Context: an optimization exercise on an open-source flow, tuned for small area. The choices shown serve that exercise and are no tape-out recipe.
At most, simulation tests tie the RTL to the original design; equivalence was not proved.
No functional check of the RTL was part of run 1.
The clock cells of runs 6 and 7 come from the design's own scripts or RTL, not from TritonCTS.
The flow treats the clock pin as an ideal source. Dropping or thinning the clock tree relies on that and would not hold on a real chip.
Power figures rest on the tool's default switching activity, not on a simulated workload.

### design/flow/flow/run.sh
#!/bin/bash
# ORFS layout via the standard.sh, with: an area-oriented ABC script and no adder
# extraction in synthesis (registers untouched), the smallest buffer on each port,
# and a small clock tree without dummy loads.
set -euo pipefail
W=$(pwd)
export FLOW_WORK=$W
export FLOW_ABC_SCRIPT=$W/flow/area.abc
bash standard.sh \
  SYNTH_SCRIPT=$W/flow/synth.tcl \
  BUFFER_PORTS_ARGS="-buffer_cell sky130_fd_sc_hd__buf_1" \
  CTS_ARGS="-sink_clustering_enable -repair_clock_nets -dont_use_dummy_load -buf_list {sky130_fd_sc_hd__clkbuf_8}" \
  finish > standard_flow.log 2>&1
### design/flow/flow/area.abc
strash
&get -n
&deepsyn -T 120
&put
&get -n
&dch -f
&nf -a
&put
### design/flow/flow/synth.tcl
# The standard synthesis (synth_recipe.tcl, sourced below) with two changes:
# no half/full-adder extraction, and an area-oriented ABC script of our own.
proc extract_fa {args} { }
proc abc {args} {
  set i [lsearch -exact $args -script]
  if { $i >= 0 } { lset args [expr {$i + 1}] $::env(FLOW_ABC_SCRIPT) }
  set j [lsearch -exact $args -D]
  if { $j >= 0 } { set args [lreplace $args $j [expr {$j + 1}]] }
  yosys abc {*}$args
}
source $::env(FLOW_WORK)/synth_recipe.tcl
### design/flow/standard.sh
#!/bin/bash
# synth_recipe.tcl (not shown) runs the flow's synth.tcl, then flattens the netlist and writes it again
# the make line also repeats each setting of config.mk as NAME=value (left out here)
make -C /OpenROAD-flow-scripts/flow DESIGN_CONFIG=/design/flow/config.mk WORK_HOME=/design/flow/orfs CLKGATE_MAP_FILE= SYNTH_SCRIPT=/design/flow/synth_recipe.tcl "${@:-finish}"
### design/flow/config.mk
export PLATFORM = sky130hd
export DESIGN_NAME = parking_meter
export DESIGN_NICKNAME = parking_meter
export VERILOG_FILES = /design/flow/design.v
export SDC_FILE = /design/flow/constraint.sdc
export NUM_CORES = 4
export LEC_CHECK = 0
export CAP_MARGIN = 20
export CORE_MARGIN = 2
export CORE_UTILIZATION = 70
export SLEW_MARGIN = 20
### design/flow/constraint.sdc
create_clock -name core_clock -period 60.0 [get_ports {clk}]
set_input_delay 12.0000 -clock core_clock [delete_from_list [all_inputs] [get_ports {clk}]]
set_output_delay 12.0000 -clock core_clock [all_outputs]
set_load 0.01 [all_outputs]
### design/flow/design.v
module parking_meter(clk, rst, rst1, rst2, add1, add2, add3, add4, led_seg, a1, a2, a3, a4, val1, val2, val3, val4);
    input clk, rst, rst1, rst2, add1, add2, add3, add4;
    output [6:0] led_seg;
    output a1, a2, a3, a4;
    output [3:0] val1, val2, val3, val4;
    reg [3:0] st;
    wire isadd = st[3];
    wire run   = st[2];
    wire pre   = ~st[3] & st[1];
    wire zst   = ~st[3] & ~st[2] & ~st[1];      
    wire idle  = zst & ~st[0];
    wire expd  = zst & st[0];
    wire tick, zero;
    wire [3:0] d3, d2, d1, d0;
    wire anyadd = add1 | add2 | add3 | add4;
    wire [1:0] k = add1 ? 2'd0 : add2 ? 2'd1 : add3 ? 2'd2 : 2'd3;
    always @(posedge clk) begin
        if (rst) st <= 4'b0000;
        else if (rst1) st <= 4'b0010;
        else if (rst2) st <= 4'b0011;
        else if (anyadd && !isadd) st <= {2'b10, k};
        else if (isadd || pre || (run && !zero)) st <= 4'b0100;
        else if (run) st <= 4'b0001;
        else st <= 4'b0000;
    end
    pm_tick u_tick(.clk(clk), .rst(rst), .load1(pre), .load0(idle), .tick(tick));
    pm_secs u_secs(.clk(clk), .tick(tick), .zst(zst), .pre(pre), .p150(st[0]), .isadd(isadd), .k(st[1:0]),
                   .d3(d3), .d2(d2), .d1(d1), .d0(d0), .zero(zero));
    pm_disp u_disp(.clk(clk), .rst(rst), .expd(expd), .zero(zero), .d3(d3), .d2(d2), .d1(d1), .d0(d0),
                   .led_seg(led_seg), .a1(a1), .a2(a2), .a3(a3), .a4(a4));
    assign val1 = d3;
    assign val2 = d2;
    assign val3 = d1;
    assign val4 = d0;
endmodule
module pm_tick(input clk, input rst, input load1, input load0, output tick);
    reg [6:0] cnt;
    assign tick = (cnt == 7'b1001011);
    always @(posedge clk) begin
        if (rst || tick || load1) cnt <= 7'b0000000;
        else if (load0) cnt <= 7'b1000000;
        else cnt <= {cnt[5:0], ~(cnt[6] ^ cnt[5])};
    end
endmodule
module pm_secs(input clk, input tick, input zst, input pre, input p150, input isadd, input [1:0] k,
               output reg [3:0] d3, output reg [3:0] d2, output reg [3:0] d1, output reg [3:0] d0,
               output zero);
    assign zero = ({d3, d2, d1, d0} == 16'd0);
    reg [3:0] k2, k1;
    always @(*) begin
        case (k)
            2'd0: begin k2 = 4'd0; k1 = 4'd6; end
            2'd1: begin k2 = 4'd1; k1 = 4'd2; end
            2'd2: begin k2 = 4'd1; k1 = 4'd8; end
            default: begin k2 = 4'd3; k1 = 4'd0; end
        endcase
        if (!isadd) begin k2 = 4'd0; k1 = 4'd0; end
    end
    wire [4:0] t1 = d1 + k1;
    wire c1 = t1 > 5'd9;
    wire [3:0] s1 = c1 ? t1 - 5'd10 : t1[3:0];
    wire [4:0] t2 = d2 + k2 + c1;
    wire c2 = t2 > 5'd9;
    wire [3:0] s2 = c2 ? t2 - 5'd10 : t2[3:0];
    wire c3 = c2 && d3 == 4'd9;
    wire [3:0] s3 = c2 ? d3 + 4'd1 : d3;
    wire [15:0] x = pre ? (p150 ? 16'h0150 : 16'h0016) : {s3, s2, s1, d0};
    wire b0 = tick && x[3:0] == 4'd0;
    wire b1 = b0 && x[7:4] == 4'd0;
    wire b2 = b1 && x[11:8] == 4'd0;
    wire [3:0] y0 = !tick ? x[3:0] : (x[3:0] == 4'd0 ? 4'd9 : x[3:0] - 4'd1);
    wire [3:0] y1 = !b0 ? x[7:4] : (x[7:4] == 4'd0 ? 4'd9 : x[7:4] - 4'd1);
    wire [3:0] y2 = !b1 ? x[11:8] : (x[11:8] == 4'd0 ? 4'd9 : x[11:8] - 4'd1);
    wire [3:0] y3 = !b2 ? x[15:12] : x[15:12] - 4'd1;
    always @(posedge clk) begin
        if (zst) {d3, d2, d1, d0} <= 16'd0;
        else if (c3) {d3, d2, d1, d0} <= 16'h9999;
        else {d3, d2, d1, d0} <= {y3, y2, y1, y0};
    end
endmodule
module pm_disp(input clk, input rst, input expd, input zero, input [3:0] d3, input [3:0] d2,
               input [3:0] d1, input [3:0] d0, output [6:0] led_seg, output a1, output a2,
               output a3, output a4);
    reg [5:0] fc;
    reg fclk;
    wire fwrap = (fc == 6'b001001);
    always @(posedge clk) begin
        if (rst || expd || fwrap) fc <= 6'd0;
        else fc <= {fc[4:0], ~(fc[5] ^ fc[4])};
        if (rst) fclk <= 1'b1;
        else if (fwrap) fclk <= ~fclk;
    end
    wire lt180 = (d3 == 4'd0) && ((d2 == 4'd0) || (d2 == 4'd1 && !d1[3]));
    wire nblank = zero ? !fclk : (lt180 && d0[0]);
    reg [1:0] ap;                  
    reg first;                     
    reg blank;
    reg [3:0] dig;                 
    wire [1:0] ap_n = first ? ap : ap + 2'd1;
    wire [3:0] seld = ap_n[1] ? (ap_n[0] ? d0 : d1) : (ap_n[0] ? d2 : d3);
    always @(posedge clk) begin
        if (rst) begin
            ap <= 2'd0;
            first <= 1'b1;
            blank <= 1'b0;
            dig <= 4'd0;
        end else begin
            ap <= ap_n;
            first <= 1'b0;
            blank <= nblank;
            if (!nblank) dig <= seld;
        end
    end
    assign a1 = blank | (ap != 2'd0);
    assign a2 = blank | (ap != 2'd1);
    assign a3 = blank | (ap != 2'd2);
    assign a4 = blank | (ap != 2'd3);
    assign led_seg = (dig == 4'd0) ? 7'b0000001 :
                     (dig == 4'd1) ? 7'b1001111 :
                     (dig == 4'd2) ? 7'b0010010 :
                     (dig == 4'd3) ? 7'b0000110 :
                     (dig == 4'd4) ? 7'b1001100 :
                     (dig == 4'd5) ? 7'b0100100 :
                     (dig == 4'd6) ? 7'b0100000 :
                     (dig == 4'd7) ? 7'b0001111 :
                     (dig == 4'd8) ? 7'b0000000 : 7'b0000100;
endmodule
==> metrics.md, run 1 <==
| Metric | Value |
|---|---|
| Outcome | timing/DRC/antenna clean |
| Share of the synthesized area in the top cell type | 0.379 |
| Worst setup EP type | output pin |
| Hold Crit Start | u_tick.cnt[3]$_SDFF_PP0_ |
| Final Hold Fails | 0 |
| Max Cap Viol | 0 |
| P_leak | about 0.9 nW |
| Post-DRT Antenna Nets | 0 |
| Fillers | between 200 and 250 |
| Commonest non-fill, non-tap cell in the layout | dfxtp_1 |
| CTS H-Tree Depth | 2 |
| Avg Cell Area, Syn | ~8.0 um2 |
| Tcrit/Tclk final | 0.227 |
| Clock Pin Slew Worst Setup and Hold Paths | 0.07 ns |
| Diodes inserted | 0 |
| FF-to-FF End | u_secs.d3[3]$_SDFF_PP0_ |
| Largest net degree at the start of global routing | 16 |
| Chip height | approximately 60 um |
| Post-Layout Inst Area | roughly 0.0025 mm2 |
| First-pass GRT wire length | roughly 8000 um |
| Post-synth EDFFs | 0 |
| Worst reg2reg path depth | 10 |
| Post-synth top area cell | dfxtp_1 |
| Overflow after GRT | 0 |
| TritonCTS buffer count | 5 |
| WHS Endpoint | u_tick.cnt[4]$_SDFF_PP0_ |
| Die Wd | about 60 um |
| Initial antenna violation count | 0 |
| Die area | 0.00363 mm2 |
| Worst EP required | around 48 ns |
| Final Critical Period | around 14 ns |
| Placer Congestion | slightly below 1 |
| Num rows | 20 |
| Post_cts resized | 0 |
| CP max stage cell | dfxtp_1 |
| Worst Hold Depth | 1 |
| Mapped Nets | between 200 and 300 |
| Cells after synthesis | ~280 |
| Most frequent cells in the layout | dfxtp_1 (42), buf_1 (34), nor2_1 (32) |
| Power Density | ~24 mW/mm2 |
| Drt total wl | 4980 um |
| Core area | between 0.003 and 0.004 mm2 |
| Asr flop ratio synth | 0 |
| R2R setup slack | around 56 ns |
| Initial Util | 0.732 |
| DRC viols | 0 |
| PortBufs | 34 |
| Peak supply drop | about 0.016 mV |
| Slew headroom | 0.441 |
| Max-slew violation count | 0 |
| Share of cells above drive strength 1 | 0.0158 |
| Most used cell, CP | nand2_1 |
| Final setup skew | around 0.013 ns |
| Post-synthesis sequential area ratio | 0.379 |
| CP bufs+invs | 1 |
| Synth warnings | 4 |
| Max incr delay on CP | approximately 0.50 ns |
| Initial detailed-routing violation count | 200 |
| Top delay family on crit path | flip-flops |
| Total global-route track usage | 0.301 |
| Hold-fix buffer count after cts | 0 |
| Reg-to-reg startpoint | st[3]$_SDFF_PP0_ |
| Startpoint types | flop |
| Area growth, synth to finish | 11.3% |
| Vias per std cell | around 6.1 |
| Clock latency on the worst-skew pair | roughly 0.30 ns |
| Final setup fails | 0 |
| Top post-synthesis cells by area | dfxtp_1 (38%), nor2_1 (5.4%), and2_0 (4.2%) |
| Worst-path fanout max | 10 |
| Clk root buf | clkbuf_8 |
| HP Class | flop to flop |
| CTS tree | done |
| Avg WL per Cell | around 14 um |
| Number of global-route vias before repair | 1833 |
| Register bit total from synthesis | between 40 and 50 |
| Setup Buffers After CTS | 0 |
| Unrepaired setup endpoints after global routing | no |
| F_max | around 0.074 GHz |
| Drt first pass iters | 5 |
| CTS max path bufs | 2 |
| Worst Tran Pin Value | ~0.83 ns |
| Crit path DAT | around 1.6 ns |
| Fin Setup TNS | 0 ns |
| Post-synth cell types | 43 |
| I/O pin cnt | 35 |
| Worst setup path category | flop to output pin |
| Most used flip-flop cell after synthesis | dfxtp_1 |
| Via count | about 2200 |
| Cell Area, Placed | 0.00240 mm2 |
| Layout Nets | 326 |
| Clock Sinks | 42 |
| Post-Syn Area | around 0.0022 mm2 |
| Final HPWL DP | roughly 3700 um |
| CP cell instances | a211oi_1, o21a_1, a31oi_1, nand2_1, nand2_1, o21ai_0, buf_1 |
metrics by stage:
stage	cells	hold slack [ns]	util	setup slack [ns]	power, mW
after global placement	355	0.439	0.793	46.64	0.0434
final	360	0.460	0.815	46.41	0.0592
after global routing	360	0.493	0.815	46.24	0.0623
after CTS	360	0.465	0.815	46.42	0.0592
after floorplan	277	0.422	-	46.84	0.0402
after detailed placement	355	0.448	0.793	46.58	0.0437
worst reg2reg max path, cell delays in order, from the launching register on:
cell and delay [ns]:
dfxtp_1 0.47, nand2b_1 0.21, a211oi_1 0.49, o31a_1 0.40, xnor2_1 0.18, nor4_1 0.56
nand3_1 0.30, a2111o_1 0.45, o31a_1 0.14, o21ai_0 0.15, nor3b_1 0.18
power breakdown:
part           internal (mW)  switching (mW)  leakage [nW]
Combinational        0.00483         0.00664         0.521
Sequential            0.0294         0.00241         0.344
Clock                0.00749         0.00844        0.0359
area by class of cell:
cell class	count	area (um2)	share of cell area
flip-flops and latches	42	841	0.341
inverters	10	37.5	0.0152
well taps	44	55.1	0.0223
multi-input cells	225	1340	0.542
clock buffers	5	68.8	0.0279
repair buffers	34	128	0.0517
cell families (layout without fill, tap and decap cells):
family | Yosys count | after routing | synth area share
flip-flops | 42 | 42 | 0.379
AO/OA/AOI/OAI | 75 | 75 | 0.223
buffers and inverters | 10 | 49 | 0.0169
AND/OR/NAND/NOR | 134 | 134 | 0.316
XOR/XNOR | 13 | 13 | 0.0514
multiplexers | 3 | 3 | 0.0135
sequential cells by signal (all words and copies together), names as in the netlist, 4 cells and up:
register    flops
st              4
u_secs.d2       4
u_secs.d3       4
u_secs.d0       4
u_disp.fc       6
u_secs.d1       4
u_disp.dig      4
u_tick.cnt      7
synthesized netlist by cell type, types with 2 or more instances:
library cell	number
nor2b_1	13
xor2_1	4
nor4_1	4
or3_1	6
o31a_1	4
and3_1	2
nand4_1	3
dfxtp_1	42
mux2i_1	3
a21oi_1	14
a22o_1	3
and2_0	15
nor3b_1	3
nor3_1	13
nand2_1	18
nor2_1	32
a211oi_1	5
o22ai_1	6
nand2b_1	8
o22a_1	2
or2_0	2
nand3_1	9
o31ai_1	3
a31oi_1	4
o21a_1	4
o211ai_1	3
xnor2_1	9
o21ai_0	18
or4_1	2
clkinv_1	10
how the worst max path moves through the flow:
stage	from	endpoint	slack (ns)	cells past startpoint
finish	u_disp.dig[2]$_SDFFE_PP0N_	led_seg[1]	46.41	7
global route	u_disp.dig[2]$_SDFFE_PP0N_	led_seg[1]	46.24	7
global placement	rst	u_disp.dig[3]$_SDFFE_PP0N_	46.64	5
CTS	u_disp.dig[2]$_SDFFE_PP0N_	led_seg[1]	46.42	7
detailed placement	rst	u_disp.dig[3]$_SDFFE_PP0N_	46.58	5
floorplan	u_disp.dig[2]$_SDFFE_PP0N_	led_seg[1]	46.84	6
metal layers:
metal  share of wire  track usage  vias up
met5               0            0        -
met4           0.019        0.102        0
met3           0.074       0.0779       11
met2            0.45        0.467       72
met1            0.46        0.404     1001
li1                -            -     1095
==> run 2: changes to the inputs <==
--- a/design/flow/design.v
+++ b/design/flow/design.v
@@ -100,15 +100,8 @@
     wire [3:0] seld = ap_n[1] ? (ap_n[0] ? d0 : d1) : (ap_n[0] ? d2 : d3);
     always @(posedge clk) begin
-        if (rst) begin
-            ap <= 2'd0;
-            first <= 1'b1;
-            blank <= 1'b0;
-            dig <= 4'd0;
-        end else begin
-            ap <= ap_n;
-            first <= 1'b0;
-            blank <= nblank;
-            if (!nblank) dig <= seld;
-        end
+        ap <= rst ? 2'd0 : ap_n;
+        first <= rst;
+        blank <= nblank;
+        if (!nblank) dig <= seld;
     end
     assign a1 = blank | (ap != 2'd0);
@@ -116,12 +109,10 @@
     assign a3 = blank | (ap != 2'd2);
     assign a4 = blank | (ap != 2'd3);
-    assign led_seg = (dig == 4'd0) ? 7'b0000001 :
-                     (dig == 4'd1) ? 7'b1001111 :
-                     (dig == 4'd2) ? 7'b0010010 :
-                     (dig == 4'd3) ? 7'b0000110 :
-                     (dig == 4'd4) ? 7'b1001100 :
-                     (dig == 4'd5) ? 7'b0100100 :
-                     (dig == 4'd6) ? 7'b0100000 :
-                     (dig == 4'd7) ? 7'b0001111 :
-                     (dig == 4'd8) ? 7'b0000000 : 7'b0000100;
+    assign led_seg[0] = (~dig[1] & ~dig[2] & ~dig[3]) | (dig[0] & dig[1] & dig[2]);
+    assign led_seg[1] = (dig[0] & ~dig[2] & ~dig[3]) | (dig[1] & ~dig[2]) | (dig[0] & dig[1]);
+    assign led_seg[2] = dig[0] | (~dig[1] & dig[2]);
+    assign led_seg[3] = (dig[0] & ~dig[1] & ~dig[2] & ~dig[3]) | (~dig[0] & ~dig[1] & dig[2]) | (dig[0] & dig[1] & dig[2]);
+    assign led_seg[4] = ~dig[0] & dig[1] & ~dig[2];
+    assign led_seg[5] = (dig[0] & ~dig[1] & dig[2]) | (~dig[0] & dig[1] & dig[2]);
+    assign led_seg[6] = (dig[0] & ~dig[1] & ~dig[2] & ~dig[3]) | (~dig[0] & ~dig[1] & dig[2]);
 endmodule
--- a/design/flow/flow/run.sh
+++ b/design/flow/flow/run.sh
@@ -10,4 +10,4 @@
   SYNTH_SCRIPT=$W/flow/synth.tcl \
   BUFFER_PORTS_ARGS="-buffer_cell sky130_fd_sc_hd__buf_1" \
-  CTS_ARGS="-sink_clustering_enable -repair_clock_nets -dont_use_dummy_load -buf_list {sky130_fd_sc_hd__clkbuf_8}" \
+  CTS_ARGS="-sink_clustering_enable -repair_clock_nets -dont_use_dummy_load -sink_clustering_size 50 -sink_clustering_max_diameter 300 -buf_list {sky130_fd_sc_hd__clkbuf_16}" \
   finish > standard_flow.log 2>&1
--- a/design/flow/config.mk
+++ b/design/flow/config.mk
@@ -8,4 +8,4 @@
 export CAP_MARGIN = 20
 export CORE_MARGIN = 2
-export CORE_UTILIZATION = 70
+export CORE_UTILIZATION = 85
 export SLEW_MARGIN = 20
==> run 2 against run 1 <==
The flow now stops in global placement without I/O (3_1_place_gp_skip_io). Synthesized area shrank 1.4%. Synthesized cell count fell by 7.2%.
==> metrics.md, run 2 <==
| Metric | Value |
|---|---|
| Outcome | did not finish |
| Fail Step | global placement without I/O (3_1_place_gp_skip_io) |
| Error msg | [ERROR GPL-0301] Utilization 101.198 % exceeds 100%. |
| Proportion of synthesized area in mux cells | 0.0412 (+0.0277) |
| Avg Cell Area, Syn | 8.51 um2 (+6.3%) |
| Top post-synthesis cells by area | dfxtp_1 (35%), edfxtp_1 (5.5%), nor2_1 (4.8%) |
| Chip height | 54.7 um (-9.2%) |
| Die Wd | 54.7 um (-9.2%) |
| Largest family of logic cells by synthesized area | simple AND/OR/NAND/NOR gates |
| Mapped Nets | 265 (-7.0%) |
| Register bit total from synthesis | 42 (unchanged) |
| Post-Synth XOR/XNOR Area | 0.0561 (+0.00474) |
| Post-synth EDFFs | 4 (+4) |
| Num rows | 18 (-10%) |
| Cells after synthesis | 257 (-7.2%) |
| Most used flip-flop cell after synthesis | dfxtp_1 |
| Commonest cells post-synth | dfxtp_1 (38), nor2_1 (28), nand2_1 (20) |
| Synth warnings | 4 (unchanged) |
| Initial Util | 0.890 (+0.158) |
| Post-synth cell types | 40 (-7.0%) |
| Simple-gate portion of the synthesized area | 0.308 (-0.00807) |
| Share of the synthesized area in the top cell type | 0.348 (-0.0312) |
| Post-synth top area cell | dfxtp_1 |
| Synth Area in Compound Gates | 0.178 (-0.0449) |
| Asr flop ratio synth | 0 (unchanged) |
| Top-count cell post-synth | dfxtp_1 |
| Post-Syn Area | 0.00219 mm2 (-1.4%) |
| Post-Synth Adder-Cell Area | 0 (unchanged) |
| Post-synthesis sequential area ratio | 0.403 (+0.0237) |
[run 2: cells by family after synthesis]
kind of cell	Yosys count
AOI/OAI and AO/OA	63
buffers and inverters	8
and+or+nand+nor	126
xor gates and xnor gates	14
DFF	42
muxes	4
==> run 3: changes to the inputs <==
--- a/design/flow/config.mk
+++ b/design/flow/config.mk
@@ -8,4 +8,4 @@
 export CAP_MARGIN = 20
 export CORE_MARGIN = 2
-export CORE_UTILIZATION = 85
+export CORE_UTILIZATION = 75
 export SLEW_MARGIN = 20
==> run 3 against run 2 <==
The run now finishes clean. Synthesized area did not move. Synthesized cell count is the same.
==> metrics.md, run 3 <==
| Metric | Value |
|---|---|
| Asr flop ratio synth | 0 (unchanged) |
| Drt first pass iters | 5 |
| Hold-fix buffer count after cts | 0 |
| Core area | ~0.0028 mm2 |
| Mapped Nets | 265 (unchanged) |
| Max-slew violation count | 0 |
| Tcrit/Tclk final | 0.231 |
| Post-synthesis sequential area ratio | 0.403 (unchanged) |
| TritonCTS buffer count | 5 |
| M1 WL | approximately 2200 um |
| Largest net degree at the start of global routing | 21 |
| Cells after synthesis | 257 (unchanged) |
| Placer Congestion | around 0.95 |
| Initial detailed-routing violation count | 187 |
| Startpoint types | flop |
| Post_cts resized | 0 |
| Worst reg2reg path depth | 12 |
| Fin cells | about 330 |
| Area growth, synth to finish | 13.6% |
| Unrepaired setup endpoints after global routing | no |
| Worst EP required | ~48 ns |
| Overflow after GRT | 0 |
| Hold_ws | roughly 0.47 ns |
| Final HPWL DP | approximately 3900 um |
| Drt total wl | between 5000 and 6000 um |
| Worst-path fanout max | 7 |
| Diodes inserted | 0 |
| Max Cap Viol | 0 |
| Vias per std cell | 6.81 |
| CP bufs+invs | 1 |
| Most flops, register | u_tick.cnt |
| Final setup skew | 0.0117 ns |
| Fin worst setup slack | 46.16 ns |
| Initial Util | 0.793 (-0.0978) |
| Chip height | 58.0 um (+6.0%) |
| Post-synth cell types | 40 (unchanged) |
| CTS H-Tree Depth | 2 |
| Post-DRT Antenna Nets | 0 |
| Num rows | 19 (+1) |
| Final Critical Period | 13.84 ns |
| Initial antenna violation count | 0 |
| Commonest cells post-synth | dfxtp_1 (38), nor2_1 (28), nand2_1 (20) |
| Clock latency on the worst-skew pair | between 0.2 and 0.3 ns |
| Hold Crit Start | u_tick.cnt[0]$_SDFF_PP0_ |
| Share of cells above drive strength 1 | 0.0338 |
| Most frequent cells in the layout | dfxtp_1 (38), buf_1 (34), nor2_1 (28) |
| Reg-to-reg startpoint | st[3]$_SDFF_PP0_ |
| Max reg flops | 7 |
| Post-Syn Area | 0.00219 mm2 (unchanged) |
| Max layer used | met4 |
| Worst Hold Depth | 1 |
| DRC viols | 0 |
| Clock Pin Slew Worst Setup and Hold Paths | around 0.060 ns |
| Worst setup EP type | output pin |
| Via count | between 2000 and 2500 |
| PortBufs | 34 |
| Commonest non-fill, non-tap cell in the layout | dfxtp_1 |
| R2R setup slack | between 50 and 60 ns |
| Max incr delay on CP | around 0.5 ns |
| I/O pin cnt | 35 |
| Die area | around 0.0034 mm2 |
| Inst Count DP | between 300 and 400 |
| Top Registers | u_tick.cnt: 7 flops, u_disp.fc: 6 flops |
| Peak supply drop | between 0.03 and 0.04 mV |
| CP cell instances | or3_1, a21oi_1, o21a_1, buf_1 |
| P_leak | 0.869 nW |
| Share of the synthesized area in the top cell type | 0.348 (unchanged) |
| Setup Buffers After CTS | 0 |
| Layout Nets | between 300 and 400 |
| Post-synth EDFFs | 4 (unchanged) |
| CTS tree | done |
| Crit path DAT | 1.84 ns |
| F_max | about 0.072 GHz |
| Final setup fails | 0 |
| Worst setup path category | flop to output pin |
| Clock Sinks | between 40 and 50 |
| Slew headroom | 0.312 |
| Top-count cell post-synth | dfxtp_1 |
| Outcome | timing/DRC/antenna clean |
| Worst Tran Pin Value | ~1 ns |
| Final Power | roughly 66 uW |
| Avg WL per Cell | 17.8 um |
| FF-to-FF End | u_secs.d3[3]$_SDFF_PP0_ |
| HP Class | flop to flop |
| Total global-route track usage | 0.378 |
| CTS max path bufs | 2 |
| First-pass GRT wire length | about 9700 um |
| Power Density | 26.8 mW/mm2 |
| Most used flip-flop cell after synthesis | dfxtp_1 |
| Final Hold Fails | 0 |
| Synth warnings | 4 (unchanged) |
| Avg Cell Area, Syn | 8.51 um2 (unchanged) |
| Number of global-route vias before repair | approximately 2100 |
| Clk root buf | clkbuf_16 |
| Fin Setup TNS | 0 ns |
| Top post-synthesis cells by area | dfxtp_1 (35%), edfxtp_1 (5.5%), nor2_1 (4.8%) |
| CP max stage cell | edfxtp_1 |
| Metal3 WL | between 500 and 600 um |
| Wire length on met2 | roughly 2900 um |
| Register bit total from synthesis | 42 (unchanged) |
| Post-synth top area cell | dfxtp_1 |
| Pre-CTS setup slack | 46.50 ns |
| Top delay family on crit path | flip-flops |
| Die Wd | 58.0 um (+6.0%) |
| WHS Endpoint | u_tick.cnt[1]$_SDFF_PP0_ |
run 3: cell counts after synthesis:
Identical to the previous run, type by type.
run 3: cell families (layout without fill, tap and decap cells):
| family | Yosys count | in the layout | synth area share |
|---|---|---|---|
| AND/OR/NAND/NOR | 126 | 126 | 0.308 |
| AO/OA/AOI/OAI | 63 | 63 | 0.178 |
| flip-flops | 42 | 42 | 0.403 |
| buffers and inverters | 8 | 47 | 0.0137 |
| XOR/XNOR | 14 | 14 | 0.0561 |
| multiplexers | 4 | 4 | 0.0412 |
run 3: cell type report:
type                       count  area [um2]
timing repair buffer          34         128
sequential                    42         881
tap                           31        38.8
multi-input combinational    207        1280
fill                         139         275
inverter                       8        30.0
clock buffer                   5         125
run 3: power by group:
| part | internal, mW | total [mW] | switching (mW) |
|---|---|---|---|
| Clock | 0.0147 | 0.0244 | 0.00977 |
| Combinational | 0.00397 | 0.0105 | 0.00655 |
| Sequential | 0.0296 | 0.0315 | 0.00189 |
| Total | 0.0482 | 0.0665 | 0.0182 |
run 3: through the flow:
stage | util | cell area, um2
detailed placement | 0.853 | 2350
global placement | 0.853 | 2350
CTS | 0.898 | 2480
global route | 0.900 | 2480
floorplan | - | 2190
finish | 0.900 | 2480
run 3: metal layers:
metal / global-route usage / vias to the layer above
met3: 0.0915 / 39
met4: 0.179 / 0
met1: 0.450 / 1012
li1: - / 1029
met5: 0 / -
met2: 0.643 / 147
run 3: worst max-delay path by stage:
stage	from	to	slack (ns)	depth (start not counted)
floorplan	u_disp.dig[1]$_DFFE_PN_	led_seg[1]	46.64	3
global placement	u_disp.dig[1]$_DFFE_PN_	led_seg[1]	46.65	4
detailed placement	u_disp.dig[1]$_DFFE_PN_	led_seg[1]	46.50	4
CTS	u_disp.dig[1]$_DFFE_PN_	led_seg[1]	46.17	4
global route	u_disp.dig[1]$_DFFE_PN_	led_seg[1]	46.12	4
finish	u_disp.dig[1]$_DFFE_PN_	led_seg[1]	46.16	4
run 3: worst register-to-register path, stage by stage, from the launching register on:
cell and delay (ns):
dfxtp_1 0.60, nor4bb_1 0.49, o21ba_1 0.23, xnor2_1 0.31, nand3_1 0.16, a21o_1 0.26
a2111oi_0 0.91, a211oi_1 0.15, o21ai_0 0.38, o2111ai_1 0.25, or2_0 0.38, or4_1 0.55
a31oi_1 0.16
==> run 4: changes to the inputs <==
--- a/design/flow/flow/run.sh
+++ b/design/flow/flow/run.sh
@@ -10,4 +10,4 @@
   SYNTH_SCRIPT=$W/flow/synth.tcl \
   BUFFER_PORTS_ARGS="-buffer_cell sky130_fd_sc_hd__buf_1" \
-  CTS_ARGS="-sink_clustering_enable -repair_clock_nets -dont_use_dummy_load -sink_clustering_size 50 -sink_clustering_max_diameter 300 -buf_list {sky130_fd_sc_hd__clkbuf_16}" \
+  CTS_ARGS="-sink_clustering_enable -repair_clock_nets -dont_use_dummy_load -buf_list {sky130_fd_sc_hd__clkbuf_8}" \
   finish > standard_flow.log 2>&1
--- a/design/flow/config.mk
+++ b/design/flow/config.mk
@@ -8,4 +8,4 @@
 export CAP_MARGIN = 20
 export CORE_MARGIN = 2
-export CORE_UTILIZATION = 75
+export CORE_UTILIZATION = 70
 export SLEW_MARGIN = 20
==> run 4 against run 3 <==
Worst setup slack improved by 0.14 ns. Critical path type unchanged. Non-clock buffer count grew 1. Cell count rose by 0.92%. Die area up 6.6%. Flip-flop and latch count unchanged. Power shrank 14%. Clock power shrank 34%. Global-route usage down 8.7 points. Clock-buffer cell count did not move. Core utilization decreased by 9.1 points. Largest power group unchanged. Still clean.
==> metrics.md, run 4 <==
| Metric | Value |
|---|---|
| FF-to-FF End | u_secs.d3[3]$_SDFF_PP0_ |
| Final HPWL DP | 3590 um (-8.5%) |
| Worst setup EP type | output pin |
| Avg Cell Area, Syn | 8.51 um2 (unchanged) |
| Top post-synthesis cells by area | dfxtp_1 (35%), edfxtp_1 (5.5%), nor2_1 (4.8%) |
| Drt first pass iters | 5 (unchanged) |
| F_max | 0.0730 GHz (+1.1%) |
| Asr flop ratio synth | 0 (unchanged) |
| DRC viols | 0 (unchanged) |
| Clock Pin Slew Worst Setup and Hold Paths | 0.08 ns (+0.02 ns) |
| Overflow after GRT | 0 (unchanged) |
| Hold Crit Start | u_tick.cnt[3]$_SDFF_PP0_ |
| Vias per std cell | 6.13 (-10%) |
| Worst Hold Depth | 1 (unchanged) |
| Core area | 0.00300 mm2 (+8.9%) |
| Final Hold Fails | 0 (unchanged) |
| Final setup skew | 0.0210 ns (+0.00936 ns) |
| Synth warnings | 4 (unchanged) |
| Total global-route track usage | 0.291 (-0.0871) |
| Most flops, register | u_tick.cnt |
| Top Registers | u_tick.cnt: 7 flops, u_disp.fc: 6 flops |
| Fin Setup TNS | 0 ns (unchanged) |
| CP max stage cell | edfxtp_1 |
| Post-synth cell types | 40 (unchanged) |
| Register bit total from synthesis | 42 (unchanged) |
| Clk root buf | clkbuf_8 |
| Commonest cells post-synth | dfxtp_1 (38), nor2_1 (28), nand2_1 (20) |
| Fin util | 0.809 (-0.0910) |
| Post_cts resized | 0 (unchanged) |
| Chip height | 59.9 um (+3.3%) |
| Placer Congestion | 0.870 (-8.2%) |
| Final Critical Period | 13.69 ns (-0.144 ns) |
| Max reg flops | 7 (unchanged) |
| Reg-to-reg startpoint | st[3]$_SDFF_PP0_ |
| Crit path DAT | 1.69 ns (-0.15 ns) |
| Post-DRT Antenna Nets | 0 (unchanged) |
| Unrepaired setup endpoints after global routing | no |
| TritonCTS buffer count | 5 (unchanged) |
| Avg WL per Cell | 14.6 um (-18%) |
| CTS tree | done |
| Hold-fix buffer count after cts | 0 (unchanged) |
| Post-synth EDFFs | 4 (unchanged) |
| I/O pin cnt | 35 (unchanged) |
| Cells after synthesis | 257 (unchanged) |
| Worst setup path category | flop to output pin |
| Tcrit/Tclk final | 0.228 (-0.00240) |
| Worst EP required | 48.00 ns (about the same) |
| WHS Endpoint | u_tick.cnt[4]$_SDFF_PP0_ |
| Clock latency on the worst-skew pair | 0.30 ns (+0.02 ns) |
| Post-Syn Area | 0.00219 mm2 (unchanged) |
| R2R setup slack | 55.19 ns (+0.10 ns) |
| Worst-path fanout max | 7 (unchanged) |
| Peak supply drop | 0.0149 mV (-55%) |
| CTS H-Tree Depth | 2 (unchanged) |
| Max-slew violation count | 0 (unchanged) |
| Setup Buffers After CTS | 0 (unchanged) |
| Initial detailed-routing violation count | 95 (-49%) |
| Max Cap Viol | 0 (unchanged) |
| Post-synthesis sequential area ratio | 0.403 (unchanged) |
| Die Wd | 59.9 um (+3.3%) |
| CTS max path bufs | 2 (unchanged) |
| Startpoint types | flop |
| Diodes inserted | 0 (unchanged) |
| Top-count cell post-synth | dfxtp_1 |
| Initial antenna violation count | 0 (unchanged) |
| CP cell instances | or3_1, a21oi_1, o21a_1, buf_1 |
| Post-synth top area cell | dfxtp_1 |
| Worst Tran Pin Value | 0.758 ns (-0.248 ns) |
| Most frequent cells in the layout | dfxtp_1 (38), buf_1 (34), nor2_1 (28) |
| Power Density | 23.6 mW/mm2 (-12%) |
| Num rows | 20 (+1) |
| Mapped Nets | 265 (unchanged) |
| Most used flip-flop cell after synthesis | dfxtp_1 |
| Largest net degree at the start of global routing | 21 (unchanged) |
| Die area | 0.00359 mm2 (+6.6%) |
| Layout Nets | 307 (+0.33%) |
| P_leak | 0.847 nW (-2.6%) |
| Outcome | timing/DRC/antenna clean |
| First-pass GRT wire length | 7860 um (-19%) |
| Max incr delay on CP | 0.47 ns (-0.03 ns) |
| Fillers | 220 (+58%) |
| Via count | 2022 (-9.2%) |
| Worst reg2reg path depth | 12 (unchanged) |
| Commonest non-fill, non-tap cell in the layout | dfxtp_1 |
| PortBufs | 34 (unchanged) |
| Initial Util | 0.728 (-0.0647) |
| Cell Area, Placed | 0.00236 mm2 (+0.32%) |
| Area growth, synth to finish | 11.2% |
| Share of the synthesized area in the top cell type | 0.348 (unchanged) |
| Drt total wl | 4820 um (-17%) |
| Slew headroom | 0.493 (+0.181) |
| Final setup fails | 0 (unchanged) |
| Share of cells above drive strength 1 | 0.0337 (-0.000114) |
| Clock Sinks | 42 (unchanged) |
| Post-Layout Inst Area | 0.00243 mm2 (-2.1%) |
| HP Class | flop to flop |
| Number of global-route vias before repair | 1780 (-17%) |
run 4: cell count changes in the layout (fill, tap and decap cells not counted):
cell,change
nor3_2,-1
clkbuf_16,-5
a2111oi_1,+1
a2111oi_0,-1
clkbuf_8,+5
buf_2,+1
nor3_1,+1
run 4: power by group:
group	total [mW]	leakage, nW	switching (mW)	internal (mW)
clock	0.0161	0.0359	0.00860	0.00750
sequential	0.0313	0.359	0.00170	0.0295
combinational	0.0100	0.452	0.00599	0.00401
total	0.0573	0.847	0.0163	0.0411
run 4: cells by family after synthesis:
group                  after synthesis  synth area share
AO/OA/AOI/OAI                       63             0.178
XOR/XNOR                            14            0.0561
buffers and inverters                8            0.0137
flip-flops                          42             0.403
multiplexers                         4            0.0412
AND/OR/NAND/NOR                    126             0.308
run 4: per-stage QoR:
step / hold slack (ns) / worst slack, ns / total power [mW] / cells
2_1_floorplan: 0.422 / 46.64 / 0.0387 / 257
4_1_cts: 0.462 / 46.29 / 0.0573 / 330
3_3_place_gp: 0.426 / 46.65 / 0.0414 / 324
5_1_grt: 0.488 / 46.18 / 0.0597 / 330
3_5_place_dp: 0.442 / 46.56 / 0.0417 / 325
6_report: 0.457 / 46.31 / 0.0573 / 330
run 4: per-layer routing:
| layer | global-route usage | part of all wire | vias to the layer above |
|---|---|---|---|
| met2 | 0.491 | 0.48 | 64 |
| met4 | 0.0889 | 0.013 | 0 |
| met5 | 0 | 0 | - |
| li1 | - | - | 1027 |
| met3 | 0.0476 | 0.060 | 9 |
| met1 | 0.381 | 0.44 | 922 |
run 4: layout make-up:
cell class                      count  area (um2)  area share
Multi-Input combinational cell    207        1280       0.525
Sequential cell                    42         881       0.363
Timing Repair Buffer               35         133      0.0546
Clock buffer                        5        68.8      0.0283
Tap cell                           33        41.3      0.0170
Inverter                            8        30.0      0.0124
run 4: worst max-delay path: cells and delay by family, from the launching register on:
kind,cells,cell delay (ns)
AO/OA/AOI/OAI,2,0.38
buffers and inverters,1,0.14
flip-flops,1,0.47
AND/OR/NAND/NOR,1,0.43
run 4: worst max path at each step:
stage	startpoint	endpoint	slack, ns	depth (start not counted)
2_1_floorplan	u_disp.dig[1]$_DFFE_PN_	led_seg[1]	46.64	3
3_3_place_gp	u_disp.dig[1]$_DFFE_PN_	led_seg[1]	46.65	4
3_5_place_dp	add2	st[0]$_SDFF_PP0_	46.56	6
4_1_cts	u_disp.dig[1]$_DFFE_PN_	led_seg[1]	46.29	4
5_1_grt	u_disp.dig[1]$_DFFE_PN_	led_seg[1]	46.18	4
6_report	u_disp.dig[1]$_DFFE_PN_	led_seg[1]	46.31	4
==> run 5: changes to the inputs <==
==> design/flow/flow/area.abc (replaced) <==
strash
balance
rewrite
refactor
balance
rewrite
rewrite -z
balance
refactor -z
rewrite -z
balance
balance
rewrite
refactor
balance
rewrite
rewrite -z
balance
refactor -z
rewrite -z
balance
&get -n
&deepsyn -T 60
&put
dch -f
amap
==> run 5 against run 4 <==
Clock-buffer cell count is the same. Clock power is essentially flat. Core utilization grew 2.8 points. Global-route usage grew 3.0 points. Worst hold slack lost 0.019 ns. Sequential power is essentially flat. Flip-flop and latch count is the same.
==> metrics.md, run 5 <==
| Metric | Value |
|---|---|
| Clk root buf | clkbuf_8 |
| Worst setup EP type | output pin |
| Power Density | 25.0 mW/mm2 (+5.8%) |
| DRC viols | 0 (unchanged) |
| Num rows | 19 (-5.0%) |
| Overflow after GRT | 0 (unchanged) |
| Total global-route track usage | 0.321 (+0.0298) |
| Synth warnings | 4 (unchanged) |
| Largest net degree at the start of global routing | 14 (-33%) |
| Worst-path fanout max | 5 (-2) |
| CTS max path bufs | 2 (unchanged) |
| Pre-CTS setup slack | 46.87 ns (+0.313 ns) |
| Post-DRT Antenna Nets | 0 (unchanged) |
| Unrepaired setup endpoints after global routing | no |
| PortBufs | 34 (unchanged) |
| HP Class | flop to flop |
| Top Registers | u_tick.cnt: 7 flops, u_disp.fc: 6 flops |
| F_max | 0.0747 GHz (+2.3%) |
| Fin util | 0.837 (+0.0280) |
| Max-slew violation count | 0 (unchanged) |
| Final setup fails | 0 (unchanged) |
| Register bit total from synthesis | 42 (unchanged) |
| Crit path DAT | 1.38 ns (-0.31 ns) |
| Core area | 0.00278 mm2 (-7.4%) |
| Max reg flops | 7 (unchanged) |
| Commonest non-fill, non-tap cell in the layout | nor2_1 |
| Commonest cells post-synth | nor2_1 (62), clkinv_1 (45), dfxtp_1 (38) |
| Die Wd | 58.5 um (-2.3%) |
| Chip height | 58.5 um (-2.3%) |
| Mapped Nets | 294 (+11%) |
| Final Critical Period | 13.38 ns (-0.311 ns) |
| P_leak | 0.825 nW (-2.6%) |
| Most frequent cells in the layout | nor2_1 (62), clkinv_1 (45), dfxtp_1 (38) |
| Peak supply drop | 0.0241 mV (+61%) |
| Outcome | timing/DRC/antenna clean |
| Share of the synthesized area in the top cell type | 0.366 (+0.0180) |
| Clock latency on the worst-skew pair | 0.30 ns (about the same) |
| CTS H-Tree Depth | 2 (unchanged) |
| Hold-fix buffer count after cts | 0 (unchanged) |
| Drt first pass iters | 5 (unchanged) |
| I/O pin cnt | 35 (unchanged) |
| Top post-synthesis cells by area | dfxtp_1 (37%), nor2_1 (11%), clkinv_1 (8.1%) |
| Startpoint types | flop |
| Cell Area, Placed | 0.00226 mm2 (-4.2%) |
| Vias per std cell | 5.96 (-2.7%) |
| Fin Setup TNS | 0 ns (unchanged) |
| Initial antenna violation count | 0 (unchanged) |
| Post-Layout Inst Area | 0.00233 mm2 (-4.2%) |
| Diodes inserted | 0 (unchanged) |
| Slew headroom | 0.517 (+0.0234) |
| Share of cells above drive strength 1 | 0.0214 (-0.0123) |
| Area of the multi-input gates | 0.00103 mm2 (-19%) |
| Area growth, synth to finish | 12.0% |
| Avg Cell Area, Syn | 7.27 um2 (-15%) |
| Post-synth top area cell | dfxtp_1 |
| Final setup skew | 0.0183 ns (-0.00278 ns) |
| Setup Buffers After CTS | 0 (unchanged) |
| Most used flip-flop cell after synthesis | dfxtp_1 |
| Fin worst setup slack | 46.62 ns (+0.311 ns) |
| Fillers | 193 (-12%) |
| FF+latch area | 881 um2 (unchanged) |
| Layout Nets | 337 (+9.8%) |
| Drt total wl | 4940 um (+2.6%) |
| Asr flop ratio synth | 0 (unchanged) |
| CTS tree | done |
| Number of global-route vias before repair | 1941 (+9.0%) |
| First-pass GRT wire length | 8370 um (+6.5%) |
| Placer Congestion | 0.913 (+4.9%) |
| Cells after synthesis | 286 (+11%) |
| Max Cap Viol | 0 (unchanged) |
| Initial Util | 0.747 (+0.0193) |
| Hold_ws | 0.437 ns (-0.0193 ns) |
| Avg WL per Cell | 13.8 um (-5.4%) |
| Tcrit/Tclk final | 0.223 (-0.00518) |
| Clock Pin Slew Worst Setup and Hold Paths | 0.08 ns (about the same) |
| Post_cts resized | 0 (unchanged) |
| Die area | 0.00342 mm2 (-4.6%) |
| Most flops, register | u_tick.cnt |
| Final HPWL DP | 3720 um (+3.6%) |
| Post-Syn Area | 0.00208 mm2 (-4.9%) |
| TritonCTS buffer count | 5 (unchanged) |
| Top-count cell post-synth | nor2_1 |
| Worst EP required | 48.00 ns (about the same) |
| Clock Sinks | 42 (unchanged) |
| Final Hold Fails | 0 (unchanged) |
| Post-synth EDFFs | 4 (unchanged) |
| Post-synth cell types | 34 (-15%) |
| Via count | 2135 (+5.6%) |
| Post-synthesis sequential area ratio | 0.424 (+0.0209) |
| Worst setup path category | flop to output pin |
| Worst Tran Pin Value | 0.715 ns (-0.0433 ns) |
| Initial detailed-routing violation count | 136 (+43%) |
==> run 5: report_power, final <==
| group | leakage, nW | internal (mW) | switching [mW] |
|---|---|---|---|
| registers | 0.356 | 0.0298 | 0.00131 |
| clock network | 0.0359 | 0.00749 | 0.00849 |
| logic | 0.433 | 0.00398 | 0.00710 |
==> run 5: final timing paths <==
path | depth (start not counted) | slack (ns) | end | from
min | 2 | 0.44 | u_disp.fc[1]$_SDFF_PP0_ | u_disp.fc[0]$_SDFF_PP0_
max | 4 | 46.62 | led_seg[3] | u_disp.dig[0]$_DFFE_PN_
min reg2reg | 2 | 0.44 | u_disp.fc[1]$_SDFF_PP0_ | u_disp.fc[0]$_SDFF_PP0_
max reg2reg | 24 | 55.25 | u_secs.d3[3]$_SDFF_PP0_ | st[0]$_SDFF_PP0_
==> run 5: per-stage QoR <==
step	power [mW]	instances
after detailed placement	0.0425	353
after CTS	0.0582	358
final	0.0581	358
after floorplan	0.0391	286
after global placement	0.0420	353
after global routing	0.0609	358
==> run 5: kinds of logic after synthesis <==
| logic type | count (synthesis) | share of synthesized area |
|---|---|---|
| AO/OA/AOI/OAI | 79 | 0.238 |
| buffers and inverters | 45 | 0.0813 |
| flip-flops | 42 | 0.424 |
| AND/OR/NAND/NOR | 120 | 0.256 |
==> run 5: critical path, stage by stage, from the launching register on <==
cell and delay (ns):
edfxtp_1 0.42, clkinv_1 0.14, o221a_1 0.25, o21bai_1 0.15, buf_1 0.13
==> run 5: cell type report <==
class,instances,share of cell area
tap,31,0.0167
timing repair buffer,36,0.0613
sequential,42,0.378
clock buffer,5,0.0296
inverter,45,0.0725
multi-input combinational,199,0.442
==> run 5: metal layers <==
layer,wire (um),vias to the layer above,GRT usage
li1,-,1080,-
met1,2010,939,0.403
met2,2340,95,0.531
met3,443,21,0.0637
met4,146,0,0.146
met5,0,-,0
==> run 6: changes to the inputs <==
==> design/flow/flow/run.sh (replaced) <==
#!/bin/bash
# ORFS layout via the standard.sh, with: an area-oriented ABC script and no adder
# extraction in synthesis (registers untouched), the smallest buffer on each port,
# and three clock buffers in place of ORFS's clock tree (flow/cts_pre.tcl).
set -euo pipefail
W=$(pwd)
export FLOW_WORK=$W
export FLOW_ABC_SCRIPT=$W/flow/area.abc
export PRE_CTS_TCL=$W/flow/cts_pre.tcl
bash standard.sh \
  SYNTH_SCRIPT=$W/flow/synth.tcl \
  BUFFER_PORTS_ARGS="-buffer_cell sky130_fd_sc_hd__buf_1" \
  finish > standard_flow.log 2>&1
==> design/flow/flow/clkbuf.tcl (new file) <==
# Drive the clock sinks through K buffers of type CB, one per group of sinks, each group
# a band of sinks sorted by x (K-means-free, simple and deterministic).
proc manual_clock_buffers {cb k} {
  set block [ord::get_db_block]
  set net [$block findNet clk]
  set sinks {}
  foreach it [$net getITerms] {
    set b [[$it getInst] getBBox]
    lappend sinks [list [expr {([$b xMin] + [$b xMax]) / 2}] [expr {([$b yMin] + [$b yMax]) / 2}] [$it getInst] [[$it getMTerm] getName]]
  }
  set sinks [lsort -integer -index 0 $sinks]
  set n [llength $sinks]
  for {set g 0} {$g < $k} {incr g} {
    set lo [expr {$g * $n / $k}]; set hi [expr {($g + 1) * $n / $k - 1}]
    set grp [lrange $sinks $lo $hi]
    set sx 0; set sy 0; set pins {}
    foreach s $grp {
      set sx [expr {$sx + [lindex $s 0]}]; set sy [expr {$sy + [lindex $s 1]}]
      lappend pins [get_pins "[[lindex $s 2] getName]/[lindex $s 3]"]
    }
    set x [expr {$sx / [llength $grp] / 1000.0}]; set y [expr {$sy / [llength $grp] / 1000.0}]
    insert_buffer -buffer_cell $cb -net clk -load_pins $pins -location [list $x $y] -buffer_name clkbuf_$g -net_name clknet_$g
  }
}
==> design/flow/flow/cts_pre.tcl (new file) <==
# Runs before ORFS's CTS step: replace its clock tree with a few clock buffers that
# each drive one band of the registers straight from the clock port.
source $::env(FLOW_WORK)/flow/clkbuf.tcl
proc clock_tree_synthesis {args} {
  manual_clock_buffers sky130_fd_sc_hd__clkbuf_8 3
  set_propagated_clock [all_clocks]
}
==> run 6 against run 5 <==
Clock power shrank 28%. Sequential share of layout area grew 0.45 points. Synthesized area is the same. Final area down 1.2%. Flip-flop and latch count unchanged. Via count up 0.56%. Register-to-register slack gained 0.11 ns. Critical endpoint unchanged.
==> metrics.md, run 6 <==
| Metric | Value |
|---|---|
| Die Wd | 58.5 um (unchanged) |
| Area growth, synth to finish | 10.7% |
| Hold-fix buffer count after cts | 0 (unchanged) |
| Commonest cells post-synth | nor2_1 (62), clkinv_1 (45), dfxtp_1 (38) |
| Clock Pin Slew Worst Setup and Hold Paths | 0.08 ns (about the same) |
| Clock latency on the worst-skew pair | 0.15 ns (-0.15 ns) |
| Area of the multi-input gates | 0.00103 mm2 (unchanged) |
| HP Class | flop to flop |
| Post-DRT Antenna Nets | 0 (unchanged) |
| First-pass GRT wire length | 8470 um (+1.2%) |
| Worst setup path category | flop to output pin |
| Met3 Use GR | 0.0264 (-0.0374) |
| Worst setup EP type | output pin |
| Most flops, register | u_tick.cnt |
| Final HPWL DP | 3720 um (unchanged) |
| Clock share of power | 0.214 (-0.061) |
| Fillers | 195 (+1.0%) |
| Overflow after GRT | 0 (unchanged) |
| CP max stage cell | edfxtp_1 |
| Cells after synthesis | 286 (unchanged) |
| CP bufs+invs | 2 (unchanged) |
| Post_cts resized | 0 (unchanged) |
| Most used flip-flop cell after synthesis | dfxtp_1 |
| WHS Endpoint | u_disp.fc[4]$_SDFF_PP0_ |
| Avg WL per Cell | 13.8 um (about the same) |
| Avg Cell Area, Syn | 7.27 um2 (unchanged) |
| Most frequent cells in the layout | nor2_1 (62), clkinv_1 (45), dfxtp_1 (38) |
| GR met1 Demand/Resource | 0.398 (-0.00508) |
| Commonest non-fill, non-tap cell in the layout | nor2_1 |
| Peak supply drop | 0.0269 mV (+12%) |
| Post-synth EDFFs | 4 (unchanged) |
| Setup Buffers After CTS | 0 (unchanged) |
| Largest net degree at the start of global routing | 15 (+1) |
| Top post-synthesis cells by area | dfxtp_1 (37%), nor2_1 (11%), clkinv_1 (8.1%) |
| Max reg flops | 7 (unchanged) |
| DRC viols | 0 (unchanged) |
| R2R setup slack | 55.36 ns (+0.11 ns) |
| Worst Tran Pin Value | 0.710 ns (-0.00505 ns) |
| Layout Nets | 335 (-0.59%) |
| Number of global-route vias before repair | 1940 (-0.052%) |
| Power Density | 23.3 mW/mm2 (-6.8%) |
| Drt total wl | 4920 um (-0.51%) |
| Worst Hold Depth | 2 (unchanged) |
| Initial Util | 0.747 (unchanged) |
| Outcome | timing/DRC/antenna clean |
| Post-synth top area cell | dfxtp_1 |
| Max Cap Viol | 0 (unchanged) |
| Reg-to-reg startpoint | st[0]$_SDFF_PP0_ |
| Hold Crit Start | u_disp.fc[3]$_SDFF_PP0_ |
| Final Hold Fails | 0 (unchanged) |
| Drt first pass iters | 5 (unchanged) |
| Final setup fails | 0 (unchanged) |
| Int Pwr | 38.3 uW (-7.1%) |
| CP cell instances | clkinv_1, o221a_1, o21bai_1, buf_1 |
| Asr flop ratio synth | 0 (unchanged) |
| Max-slew violation count | 0 (unchanged) |
| P_leak | 0.811 nW (-1.7%) |
| Chip height | 58.5 um (unchanged) |
| Unrepaired setup endpoints after global routing | no |
| Share of cells above drive strength 1 | 0.0154 (-0.00602) |
| Num rows | 19 (unchanged) |
| Worst reg2reg path depth | 24 (unchanged) |
| Total global-route track usage | 0.308 (-0.0124) |
| Post-Syn Area | 0.00208 mm2 (unchanged) |
| Busiest grt layer | met2 |
| Initial antenna violation count | 0 (unchanged) |
| Worst-path fanout max | 5 (unchanged) |
| Fin util | 0.827 (-0.00990) |
| Met2 Usage GRT | 0.555 (+0.0241) |
| Register bit total from synthesis | 42 (unchanged) |
| Die area | 0.00342 mm2 (unchanged) |
| PortBufs | 34 (unchanged) |
| Vias per std cell | 6.03 (+1.1%) |
| Via count | 2147 (+0.56%) |
| I/O pin cnt | 35 (unchanged) |
| Post-synthesis sequential area ratio | 0.424 (unchanged) |
| Post-synth cell types | 34 (unchanged) |
| Comb pwr share | 0.205 (+0.014) |
| Worst EP required | 48.00 ns (about the same) |
| Diodes inserted | 0 (unchanged) |
| Startpoint types | flop |
| FF-to-FF End | u_secs.d3[3]$_SDFF_PP0_ |
| Fin Setup TNS | 0 ns (unchanged) |
| Slew headroom | 0.520 (+0.00341) |
| Hold_ws | 0.446 ns (+0.00853 ns) |
| Part of the power in registers | 0.580 (+0.045) |
| Tcrit/Tclk final | 0.221 (-0.00242) |
| Switching Share | 0.284 (-0.00651) |
| Mapped Nets | 294 (unchanged) |
| Final Critical Period | 13.24 ns (-0.145 ns) |
| Max incr delay on CP | 0.42 ns (about the same) |
| Crit path DAT | 1.24 ns (-0.14 ns) |
| Top-count cell post-synth | nor2_1 |
| Share of the synthesized area in the top cell type | 0.366 (unchanged) |
| Top delay family on crit path | flip-flops |
| Synth warnings | 4 (unchanged) |
| Top Registers | u_tick.cnt: 7 flops, u_disp.fc: 6 flops |
| Final setup skew | 0.00346 ns (-0.0148 ns) |
| FF+latch area | 881 um2 (unchanged) |
| NetSw | 15.2 uW (-10%) |
| Initial detailed-routing violation count | 108 (-21%) |
| Placer Congestion | 0.913 (unchanged) |
| Core area | 0.00278 mm2 (unchanged) |
| F_max | 0.0756 GHz (+1.1%) |
run 6: changes by cell type in the layout (fill, tap and decap cells not counted):
| cell | before | now |
|---|---|---|
| clkbuf_8 | 5 | 3 |
run 6: how the worst max path moves through the flow:
stage | startpoint | endpoint | slack, ns | cells past startpoint
3_3_place_gp | u_disp.dig[0]$_DFFE_PN_ | led_seg[3] | 46.97 | 4
3_5_place_dp | rst | u_tick.cnt[0]$_SDFF_PP0_ | 46.87 | 4
4_1_cts | u_disp.dig[0]$_DFFE_PN_ | led_seg[3] | 46.76 | 4
5_1_grt | u_disp.dig[2]$_DFFE_PN_ | led_seg[1] | 46.63 | 5
6_report | u_disp.dig[0]$_DFFE_PN_ | led_seg[3] | 46.76 | 4
2_1_floorplan | u_disp.dig[0]$_DFFE_PN_ | led_seg[3] | 47.02 | 3
run 6: logic make-up after synthesis:
kind of cell	after synthesis	synth area share
compound gates	79	0.238
buf+inv	45	0.0813
flops	42	0.424
simple gates	120	0.256
run 6: final cells by class, without the clock buffers:
cell class                      instances  area share
Tap cell                               31      0.0169
Sequential cell                        42       0.383
Inverter                               45      0.0734
Multi-Input combinational cell        199       0.447
Timing Repair Buffer                   36      0.0620
run 6: stage by stage:
step | power [mW] | setup slack, ns | instance area (um2) | cells
after CTS | 0.0537 | 46.76 | 2300 | 356
after floorplan | 0.0391 | 47.02 | 2080 | 286
final | 0.0536 | 46.76 | 2300 | 356
after detailed placement | 0.0425 | 46.87 | 2260 | 353
after global routing | 0.0562 | 46.63 | 2300 | 356
after global placement | 0.0420 | 46.97 | 2260 | 353
run 6: worst reg2reg max path, cell delays in order, from the launching register on:
cell	delay (ns)
dfxtp_1	0.47
clkinv_1	0.17
o21ai_0	0.25
a21oi_1	0.09
nor2_1	0.10
a21oi_1	0.05
nor2b_1	0.16
o21ai_0	0.25
or2_0	0.18
o21ai_0	0.12
nand2_1	0.10
o21ai_0	0.10
nor2_1	0.15
clkinv_1	0.10
nor2_1	0.19
o31ai_1	0.14
nor2_1	0.17
clkinv_1	0.11
a22oi_1	0.24
nor2_1	0.10
or3_1	0.43
nor2_1	0.18
nand2_1	0.16
or3_1	0.41
a31oi_1	0.16
run 6: power by group through the flow:
stage          Clock (mW)  Combinational (mW)  Sequential, mW
2_1_floorplan           0             0.00754          0.0315
3_3_place_gp            0              0.0104          0.0316
3_5_place_dp            0              0.0108          0.0317
4_1_cts            0.0117              0.0109          0.0310
5_1_grt            0.0127              0.0123          0.0313
6_report           0.0115              0.0110          0.0311
run 6: routing by layer:
| layer | up-vias | part of all wire |
|---|---|---|
| met5 | - | 0 |
| met4 | 0 | 0.015 |
| met3 | 12 | 0.085 |
| met2 | 97 | 0.48 |
| met1 | 960 | 0.42 |
| li1 | 1078 | - |
==> run 7: changes to the inputs <==
--- a/design/flow/design.v
+++ b/design/flow/design.v
@@ -38,5 +38,5 @@
     assign tick = (cnt == 7'b1001011);
     always @(posedge clk) begin
-        if (rst || tick || load1) cnt <= 7'b0000000;
+        if (tick || load1) cnt <= 7'b0000000;
         else if (load0) cnt <= 7'b1000000;
         else cnt <= {cnt[5:0], ~(cnt[6] ^ cnt[5])};
@@ -97,8 +97,8 @@
     reg blank;
     reg [3:0] dig;                 
-    wire [1:0] ap_n = first ? ap : ap + 2'd1;
+    wire [1:0] ap_n = first ? 2'd0 : ap + 2'd1;
     wire [3:0] seld = ap_n[1] ? (ap_n[0] ? d0 : d1) : (ap_n[0] ? d2 : d3);
     always @(posedge clk) begin
-        ap <= rst ? 2'd0 : ap_n;
+        ap <= ap_n;
         first <= rst;
         blank <= nblank;
--- a/design/flow/flow/area.abc
+++ b/design/flow/flow/area.abc
@@ -24,3 +24,3 @@
 &put
 dch -f
-amap
+amap -F 100 -A 100 -C 1000
--- a/design/flow/config.mk
+++ b/design/flow/config.mk
@@ -7,5 +7,5 @@
 export LEC_CHECK = 0
 export CAP_MARGIN = 20
-export CORE_MARGIN = 2
-export CORE_UTILIZATION = 70
+export CORE_AREA = 2.3 2.72 57.5 57.12
+export DIE_AREA = 0 0 59.88 59.88
 export SLEW_MARGIN = 20
==> run 7 against run 6 <==
Still clean on timing, DRC and antenna. Sequential power hardly changed. Wire length is 7.2% lower. Final area is 1.3% lower. Maximum frequency is 0.96% lower. Global-route usage is 3.3 points lower. Power is 1.1% lower. Synthesized cell count is 4.5% lower. Core utilization is 7.1 points lower. Via count is 6.1% lower. Register-to-register slack better by 0.10 ns.
==> metrics.md, run 7 <==
| Metric | Value |
|---|---|
| Post-synth top area cell | dfxtp_1 |
| Part of the power in registers | 0.592 (+0.012) |
| Most flops, register | u_tick.cnt |
| Hold-fix buffer count after cts | 0 (unchanged) |
| Post-synth EDFFs | 4 (unchanged) |
| Worst-path fanout max | 8 (+3) |
| Power Density | 23.3 mW/mm2 (+0.19%) |
| Commonest cells post-synth | nor2_1 (56), clkinv_1 (41), dfxtp_1 (38) |
| Placer Congestion | 0.835 (-8.5%) |
| Chip height | 59.9 um (+2.4%) |
| Synth warnings | 4 (unchanged) |
| First-pass GRT wire length | 7850 um (-7.4%) |
| Fin util | 0.756 (-0.0710) |
| Diodes inserted | 0 (unchanged) |
| Top Registers | u_tick.cnt: 7 flops, u_disp.fc: 6 flops |
| Fillers | 246 (+26%) |
| Post-Synth XOR/XNOR Area | 0 (unchanged) |
| Number of global-route vias before repair | 1822 (-6.1%) |
| Top-count cell post-synth | nor2_1 |
| Mapped Nets | 281 (-4.4%) |
| Area of the multi-input gates | 0.00100 mm2 (-2.4%) |
| Largest family of logic cells by synthesized area | simple AND/OR/NAND/NOR gates |
| Max-slew violation count | 0 (unchanged) |
| Die Wd | 59.9 um (+2.4%) |
| Initial Util | 0.679 (-0.0684) |
| Num rows | 20 (+1) |
| Avg WL per Cell | 13.2 um (-4.6%) |
| NetSw | 14.9 uW (-2.3%) |
| Share of cells above drive strength 1 | 0.0192 (+0.00378) |
| Final Critical Period | 13.36 ns (+0.129 ns) |
| Max reg flops | 7 (unchanged) |
| Proportion of synthesized area in mux cells | 0 (unchanged) |
| Comb pwr share | 0.188 (-0.017) |
| Max Cap Viol | 0 (unchanged) |
| Final setup skew | 0.0109 ns (+0.00744 ns) |
| Worst setup EP type | output pin |
| R2R setup slack | 55.46 ns (+0.10 ns) |
| Total global-route track usage | 0.275 (-0.0334) |
| Switching Share | 0.281 (-0.00335) |
| Clock Pin Slew Worst Setup and Hold Paths | 0.08 ns (about the same) |
| Post-Synth Adder-Cell Area | 0 (unchanged) |
| Most used flip-flop cell after synthesis | dfxtp_1 |
| PortBufs | 34 (unchanged) |
| Worst Tran Pin Value | 0.660 ns (-0.0499 ns) |
| Post-Syn Area | 0.00204 mm2 (-1.9%) |
| Largest net degree at the start of global routing | 15 (unchanged) |
| Final setup fails | 0 (unchanged) |
| Core area | 0.00300 mm2 (+8.0%) |
| P_leak | 0.798 nW (-1.5%) |
| DRC viols | 0 (unchanged) |
| Unrepaired setup endpoints after global routing | no |
| Met2 Usage GRT | 0.503 (-0.0523) |
| Clock share of power | 0.220 (+0.006) |
| Layout Nets | 323 (-3.6%) |
| Die area | 0.00359 mm2 (+4.8%) |
| Most frequent cells in the layout | nor2_1 (56), clkinv_1 (41), dfxtp_1 (38) |
| Worst EP required | 48.00 ns (about the same) |
| Final Hold Fails | 0 (unchanged) |
| Via count | 2017 (-6.1%) |
| Avg Cell Area, Syn | 7.47 um2 (+2.7%) |
| Initial antenna violation count | 0 (unchanged) |
| Fin Setup TNS | 0 ns (unchanged) |
| I/O pin cnt | 35 (unchanged) |
| Drt first pass iters | 4 (-1) |
| Busiest grt layer | met2 |
| Crit path DAT | 1.36 ns (+0.12 ns) |
| Clock latency on the worst-skew pair | 0.15 ns (about the same) |
| Synth Area in Compound Gates | 0.243 (+0.00468) |
| Worst setup path category | flop to output pin |
| Simple-gate portion of the synthesized area | 0.249 (-0.00724) |
| Vias per std cell | 5.83 (-3.3%) |
| Startpoint types | flop |
| Met3 Use GR | 0.0195 (-0.00689) |
| Asr flop ratio synth | 0 (unchanged) |
| Final HPWL DP | 3510 um (-5.5%) |
| Overflow after GRT | 0 (unchanged) |
| Initial detailed-routing violation count | 106 (-1.9%) |
| Drt total wl | 4560 um (-7.2%) |
| Cells after synthesis | 273 (-4.5%) |
| F_max | 0.0748 GHz (-0.96%) |
| Commonest non-fill, non-tap cell in the layout | nor2_1 |
| Int Pwr | 38.1 uW (-0.65%) |
| FF+latch area | 881 um2 (unchanged) |
| Register bit total from synthesis | 42 (unchanged) |
| HP Class | flop to flop |
| Tcrit/Tclk final | 0.223 (+0.00215) |
| Post-synth cell types | 33 (-2.9%) |
| Peak supply drop | 0.0181 mV (-33%) |
| Top post-synthesis cells by area | dfxtp_1 (37%), nor2_1 (10%), clkinv_1 (7.6%) |
| Outcome | timing/DRC/antenna clean |
| Post-DRT Antenna Nets | 0 (unchanged) |
| Slew headroom | 0.554 (+0.0342) |
| Post_cts resized | 0 (unchanged) |
| Setup Buffers After CTS | 0 (unchanged) |
| Post-synthesis sequential area ratio | 0.432 (+0.00833) |
| Area growth, synth to finish | 11.4% |
| GR met1 Demand/Resource | 0.352 (-0.0466) |
| Share of the synthesized area in the top cell type | 0.373 (+0.00719) |
[run 7: changes by cell type in the layout (fill, tap and decap cells not counted), sizes merged, moves of 4 or more]
| cell | previous run | this run |
|---|---|---|
| nand2 | 22 | 17 |
| clkinv | 45 | 41 |
| a31oi | 6 | 2 |
| nor2 | 62 | 56 |
[run 7: final timing paths]
path                               to  depth (start not counted)                startpoint
min          u_tick.cnt[3]$_SDFF_PP0_                          2  u_tick.cnt[2]$_SDFF_PP0_
min reg2reg  u_tick.cnt[3]$_SDFF_PP0_                          2  u_tick.cnt[2]$_SDFF_PP0_
max                                a4                          3      u_disp.ap[1]$_DFF_P_
max reg2reg   u_secs.d3[3]$_SDFF_PP0_                         24          st[3]$_SDFF_PP0_
[run 7: worst max-delay path, stage by stage (launching register included)]
cell	delay, ns
dfxtp_1	0.45
clkinv_1	0.22
or3_1	0.41
buf_1	0.14
[run 7: through the flow]
step / std cells / worst slack, ns / hold slack (ns) / power, mW / area, um2
global placement: 343 / 46.77 / 0.422 / 0.0415 / 2230
CTS: 346 / 46.63 / 0.437 / 0.0532 / 2270
finish: 346 / 46.64 / 0.433 / 0.0530 / 2270
global route: 346 / 46.52 / 0.464 / 0.0558 / 2270
floorplan: 273 / 46.93 / 0.403 / 0.0387 / 2040
detailed placement: 343 / 46.59 / 0.424 / 0.0419 / 2230
[run 7: cells by family after synthesis]
group	count (synthesis)
and+or+nand+nor	112
AOI/OAI and AO/OA	78
DFF	42
buffers and inverters	41
[run 7: cell type report, without the clock buffers]
class | count | share of cell area
multi-input combinational | 190 | 0.442
sequential | 42 | 0.388
inverter | 41 | 0.0678
timing repair buffer | 37 | 0.0661
tap | 33 | 0.0182
[run 7: power by group through the flow]
stage / registers [mW] / logic (mW) / clock network, mW
floorplan: 0.0317 / 0.00693 / 0
global route: 0.0315 / 0.0114 / 0.0129
finish: 0.0314 / 0.00996 / 0.0117
CTS: 0.0313 / 0.00996 / 0.0119
detailed placement: 0.0319 / 0.00991 / 0
global placement: 0.0319 / 0.00963 / 0
[run 7: layer usage]
metal	vias to the layer above	routed length, um
li1	1042	-
met3	9	241
met1	902	2060
met5	-	0
met2	64	2160
met4	0	99

## separate check: timing with driven ports
In the flow no input, the clock included, has a driving cell. The finished layouts below were timed again as built, in two steps.
Step 1: set_driving_cell puts a clkbuf_16 on clk and a buf_2 on each other input, an assumption about the parent block.
Step 2 moves the port delays by t, midway between the first and last clock arrival at a register: inputs arrive t later, outputs are due t later. That takes back most of the time a late clock gives input paths.
Three values: ideal ports, drivers, drivers and shift; two values: the first two.
| run | t (ns) | slack for setup (ns) | worst hold slack (ns) |
|---|---|---|---|
| run 1 | 0.316 | 46.410 / 46.384 / 46.529 | 0.460 / 0.460 / 0.460 |
| run 3 | 0.306 | 46.165 / 46.135 / 46.441 | 0.470 / 0.470 / 0.470 |
| run 4 | 0.312 | 46.309 / 46.284 / 46.555 | 0.457 / 0.457 / 0.457 |
| run 5 | 0.314 | 46.620 / 46.595 / 46.843 | 0.437 / 0.437 / 0.437 |
| run 6 | 0.186 | 46.765 / 46.724 / 46.855 | 0.446 / 0.446 / 0.446 |
| run 7 | 0.193 | 46.636 / 46.589 / 46.618 | 0.433 / 0.433 / 0.433 |
After both steps every run listed still meets setup and hold. For run 7, which loses most, drivers alone change the setup slack by -0.047 ns; drivers and shift together by -0.018 ns.
